This design comes from an exercise in tuning for small area on the open sky130 flow, not from production work. RTL that was checked went through simulation tests only; none was proved equivalent to the original. The flow treats the clock pin as an ideal source, which a real chip does not have.

==> run B: inputs <==
// FIR_low_pass_filter
module FIR_low_pass_filter(
	input clk,
	input rst,
	input [7:0]FIR_IN,
	output reg [16:0]FIR_OUT
);
==> flow/config.mk <==
export PLATFORM = sky130hd
export DESIGN_NAME = FIR_low_pass_filter
export DESIGN_NICKNAME = FIR_low_pass_filter
export VERILOG_FILES = /design/flow/design.v
export SDC_FILE = /design/flow/constraint.sdc
export NUM_CORES = 4
export LEC_CHECK = 0
export CAP_MARGIN = 20
export CORE_MARGIN = 2
export CORE_UTILIZATION = 40
export CTS_BUF_LIST = sky130_fd_sc_hd__clkbuf_8
export SLEW_MARGIN = 20
export SYNTH_HIERARCHICAL = 1
export SYNTH_MINIMUM_KEEP_SIZE = 0
==> flow/constraint.sdc <==
create_clock -name core_clock -period 7.0 [get_ports {clk}]
set_input_delay 1.4000 -clock core_clock [delete_from_list [all_inputs] [get_ports {clk}]]
set_output_delay 1.4000 -clock core_clock [all_outputs]
set_load 0.01 [all_outputs]
standard.sh (not shown) runs the stock make flow with config.mk's settings and CLKGATE_MAP_FILE= SYNTH_SCRIPT=/design/flow/synth_recipe.tcl, a recipe that flattens the netlist after the stock synthesis.
==> flow/flow/run.sh <==
#!/bin/bash
set -euo pipefail
HERE=$(pwd)
bash standard.sh synth > synth.log 2>&1
bash standard.sh \
  BUFFER_PORTS_ARGS="-buffer_cell sky130_fd_sc_hd__buf_1" \
  PRE_CTS_TCL="$HERE/flow/pre_cts.tcl" \
  CTS_ARGS="-sink_clustering_enable -repair_clock_nets -dont_use_dummy_load -buf_list sky130_fd_sc_hd__clkbuf_16" \
  finish > layout.log 2>&1
==> flow/flow/pre_cts.tcl <==
set_max_fanout 49 [current_design]
==> inputs of run Y, as changes to run B <==
==> flow/flow/run.sh (replaced) <==
#!/bin/bash
# Own layout flow: the standard flow (standard.sh) with synthesis unchanged and
# two layout settings changed: the ports are buffered with sky130_fd_sc_hd__buf_1
# instead of the default buffer, and CTS inserts no dummy loads (clock buffers
# clkbuf_8 as in config.mk). Each step's full output goes to its own log file here.
set -euo pipefail
bash standard.sh synth > synth.log 2>&1
bash standard.sh \
  BUFFER_PORTS_ARGS="-buffer_cell sky130_fd_sc_hd__buf_1" \
  CTS_ARGS="-sink_clustering_enable -repair_clock_nets -dont_use_dummy_load -buf_list sky130_fd_sc_hd__clkbuf_8" \
  finish > layout.log 2>&1
removed: flow/flow/pre_cts.tcl
==> run_results.csv <==
group,metric,value,unit
run_status,outcome,"complete, no violations",
cells_and_area,multi_input_area,2952,µm²
global_routing,grt_usage,14.44,%
cells_and_area,clockNetworkAreaShare,2.105,%
cells_and_area,buf_share,1.850,%
clock_tree,path_clk_slew,90,ps
cells_and_area,drive_gt1_share,10.86,%
sta,fmaxAchievable,151.2,MHz
sta,worst_pin_slew,713.8,ps
route,num_vias,2631,
cells_and_area,syn_to_final_growth,9.247,%
cells_and_area,instances_no_fill,572,
global_routing,grt_pass1_wl,15.28,mm
cells_and_area,buffers_excl_clock,27,
# the run above: run Y

==> run_results.csv <==
group,metric,value,unit
run_status,outcome,"complete, no violations",
yosys,synth_top_family_by_area,"adder cells",
clock_tree,path_clk_slew,60,ps
die,dieArea,14410,µm²
cells_and_area,multi_input_area,2944,µm²
global_routing,grt_pass1_wl,15.31,mm
sta,worst_pin_slew,595.4,ps
cells_and_area,buffers_excl_clock,31,
global_routing,grt_usage,14.42,%
route,num_vias,2673,
cells_and_area,clockNetworkAreaShare,3.734,%
cells_and_area,buf_share,2.717,%
sta,fmaxAchievable,150.9,MHz
cells_and_area,instances_no_fill,576,
# the run above: run B


========
==> try-umber <==
FIR_low_pass_filter, a different RTL version from the one above (not shown whole).
## FIR_low_pass_filter
module FIR_low_pass_filter(
	input clk,
	input rst,
	input [7:0]FIR_IN,
	output reg [16:0]FIR_OUT
);
clock: 7.0 ns
lec_check: 0
abc_area: 1
cap_margin: 20
core_margin: 2
core_utilization: 40
slew_margin: 20
synth_hierarchical: 1
synth_minimum_keep_size: 0
run.sh (not shown) runs the stock make flow with config.mk's settings and CLKGATE_MAP_FILE= SYNTH_SCRIPT=/design/flow/synth_recipe.tcl, a recipe that flattens the netlist after the stock synthesis.
Stock flow here: none of the scripts above is used.
==> try-juniper (differences from try-umber) <==
--- a/flow/config.mk
+++ b/flow/config.mk
@@ -6,8 +6,8 @@
 export NUM_CORES = 4
 export LEC_CHECK = 0
-export ABC_AREA = 1
 export CAP_MARGIN = 20
 export CORE_MARGIN = 2
 export CORE_UTILIZATION = 40
+export CTS_BUF_LIST = sky130_fd_sc_hd__clkbuf_2 sky130_fd_sc_hd__clkbuf_4 sky130_fd_sc_hd__clkbuf_8
 export SLEW_MARGIN = 20
 export SYNTH_HIERARCHICAL = 1
==> try-harbor (differences from try-umber) <==
--- a/flow/config.mk
+++ b/flow/config.mk
@@ -6,8 +6,8 @@
 export NUM_CORES = 4
 export LEC_CHECK = 0
-export ABC_AREA = 1
 export CAP_MARGIN = 20
 export CORE_MARGIN = 2
 export CORE_UTILIZATION = 40
+export CTS_BUF_LIST = sky130_fd_sc_hd__clkbuf_8
 export SLEW_MARGIN = 20
 export SYNTH_HIERARCHICAL = 1
==> try-xenon (differences from try-umber) <==
--- a/flow/config.mk
+++ b/flow/config.mk
@@ -6,8 +6,10 @@
 export NUM_CORES = 4
 export LEC_CHECK = 0
-export ABC_AREA = 1
 export CAP_MARGIN = 20
 export CORE_MARGIN = 2
 export CORE_UTILIZATION = 40
+export CTS_BUF_LIST = sky130_fd_sc_hd__clkbuf_8
+export CTS_CLUSTER_DIAMETER = 100
+export CTS_CLUSTER_SIZE = 20
 export SLEW_MARGIN = 20
 export SYNTH_HIERARCHICAL = 1
==> comparison table <==
| quantity | try-harbor | try-xenon | try-juniper | try-umber |
|---|---|---|---|---|
| Wire length after detailed routing | 9.11 mm | 9.11 mm | 9.11 mm | 11.2 mm |
| Dpl ws | 395 ps | 395 ps | 395 ps | 632 ps |
| Met3 usage | 4.51% | 4.51% | 4.51% | 3.23% |
| Reg2Reg Launch Point | d4[1]$_DFF_PN0_ | d4[1]$_DFF_PN0_ | d4[1]$_DFF_PN0_ | d1[1]$_DFF_PN0_ |
| Achievable frequency | 154 MHz | 154 MHz | 154 MHz | 157 MHz |
| Gate Count Post-Synth | 391 | 391 | 391 | 767 |
| Layout-stage area growth over the synthesis result | 12.6% | 12.6% | 12.6% | 12.9% |
| Outcome | no timing/DRC/antenna violations | no timing/DRC/antenna violations | no timing/DRC/antenna violations | no timing/DRC/antenna violations |
| CP bufs+invs | 0 | 0 | 0 | 2 |
| Area of the mapped netlist | 0.00562 mm² | 0.00562 mm² | 0.00562 mm² | 0.00654 mm² |
| Length of routed wiring on met1 | 4.35 mm | 4.35 mm | 4.35 mm | 5.67 mm |
| Synth cell types | 10 | 10 | 10 | 8 |
Function was not checked in any run of this note: the RTL went through the layout flow alone.

========
==> v22 <==
Another version of the RTL of FIR_low_pass_filter (not shown whole).
export LEC_CHECK = 0
export CAP_MARGIN = 20
export CORE_MARGIN = 2
export CORE_UTILIZATION = 40
export CTS_BUF_LIST = sky130_fd_sc_hd__clkbuf_8
export SLEW_MARGIN = 20
export SYNTH_HIERARCHICAL = 1
export SYNTH_MINIMUM_KEEP_SIZE = 0
create_clock -name core_clock -period 7.0 [get_ports {clk}]
standard.sh (not shown) runs the stock make flow with config.mk's settings and CLKGATE_MAP_FILE= SYNTH_SCRIPT=/design/flow/synth_recipe.tcl, a recipe that flattens the netlist after the stock synthesis.
==> flow/flow/run.sh <==
#!/bin/bash
# Own layout flow: the standard flow (standard.sh) with synthesis unchanged and
# these layout settings changed: ports buffered with sky130_fd_sc_hd__buf_1, and
# CTS without dummy loads (-buf_list sky130_fd_sc_hd__clkbuf_8).
# Each step's full output goes to its own log file in this folder.
set -euo pipefail
bash standard.sh synth > synth.log 2>&1
bash standard.sh \
  BUFFER_PORTS_ARGS="-buffer_cell sky130_fd_sc_hd__buf_1" \
  CTS_ARGS="-sink_clustering_enable -repair_clock_nets -dont_use_dummy_load -buf_list sky130_fd_sc_hd__clkbuf_8" \
  finish > layout.log 2>&1
==> v25 (differences from v22) <==
==> flow/run.sh (new file) <==
#!/bin/bash
# synth_recipe.tcl (not shown) runs the flow's synth.tcl, then flattens the netlist and writes it again
# the make line also repeats each setting of config.mk as NAME=value (left out here)
make -C /OpenROAD-flow-scripts/flow DESIGN_CONFIG=/design/flow/config.mk WORK_HOME=/design/flow/orfs CLKGATE_MAP_FILE= SYNTH_SCRIPT=/design/flow/synth_recipe.tcl finish
Settings changed: CORE_UTILIZATION 40 to 65, PLACE_DENSITY from default to 0.75.
removed: flow/flow/run.sh
removed: flow/standard.sh
==> results.yml <==
outcome:
  status: "complete, no violations"
setup_path:
  r2r_slack_ns: 0.36
  required_ns: 7.29
finish:
  drive_gt1_frac: 0.112
  bufAreaShareNonClock: 0.0196
  nNetsFinal: 530
  layout_common_cells: "dfrtp_1 (97), xor2_1 (58), fa_1 (57), ha_1 (41), nand2_1 (31)"
  nNonClkBuffers: 28
  final_cell_area_um2: 5930
  layout-area-overhead-vs-synth_pct: 9.17
place:
  place.gp.congestion: 0.764
route:
  avgViaCountPerCell: 4.56
  vias: 2720
floorplan:
  fp-row-count: 42
global_routing:
  grtUsageTotal: 0.142
  grt_use_met2: 0.228
sta:
  skew_ns: 0.0221
That was v22.
==> results.yml <==
finish:
  layout-area-overhead-vs-synth_pct: 11.4
  nNonClkBuffers: 27
  layout_common_cells: "dfrtp_1 (97), xor2_1 (60), fa_1 (57), ha_1 (41), nand2_1 (31)"
  nNetsFinal: 529
outcome:
  status: "complete, no violations"
route:
  vias: 2801
global_routing:
  grt_use_met2: 0.377
  grtUsageTotal: 0.231
place:
  place.gp.congestion: 0.815
setup_path:
  required_ns: 7.30
  r2r_slack_ns: 0.36
sta:
  skew_ns: 0.0172
That was v25.

[what the ideal ports hide]
The results above use ideal ports. As a check the final layouts listed here were re-extracted and re-timed, cells and wires unchanged. Step 1 (the two cells are an assumption about what drives the block):
set clk [get_ports {clk}]
set_driving_cell -lib_cell sky130_fd_sc_hd__clkbuf_16 $clk
set_driving_cell -lib_cell sky130_fd_sc_hd__buf_2 [delete_from_list [all_inputs] $clk]
Step 2, shift: input delay + t, output delay - t, t = (earliest + latest rising clock arrival at the registers) / 2. This alone moves slack from input paths to output paths. Three values: ideal ports, drivers, drivers and shift; two values: the first two.
run	t (ns)	setup slack, ns	worst hold slack (ns)	worst setup path at the end	latest minus earliest clock arrival (ns)
run B	0.379	0.375 / 0.375 / 0.375	0.350 / 0.350 / 0.350	register to register	0.013 / 0.012
run Y	0.402	0.384 / 0.384 / 0.384	0.354 / 0.354 / 0.354	register to register	0.020 / 0.021
try-umber	0.391	0.631 / 0.631 / 0.631	0.349 / 0.349 / 0.349	register to register	0.013 / 0.012
try-juniper	0.413	0.496 / 0.496 / 0.496	0.353 / 0.353 / 0.353	register to register	0.021 / 0.021
try-harbor	0.413	0.496 / 0.496 / 0.496	0.353 / 0.353 / 0.353	register to register	0.021 / 0.021
try-xenon	0.413	0.496 / 0.496 / 0.496	0.353 / 0.353 / 0.353	register to register	0.021 / 0.021
v22	0.397	0.361 / 0.361 / 0.361	0.349 / 0.349 / 0.349	register to register	0.022 / 0.022
v25	0.396	0.358 / 0.358 / 0.358	0.357 / 0.357 / 0.357	register to register	0.018 / 0.017
After both steps setup and hold are still met in every run listed.
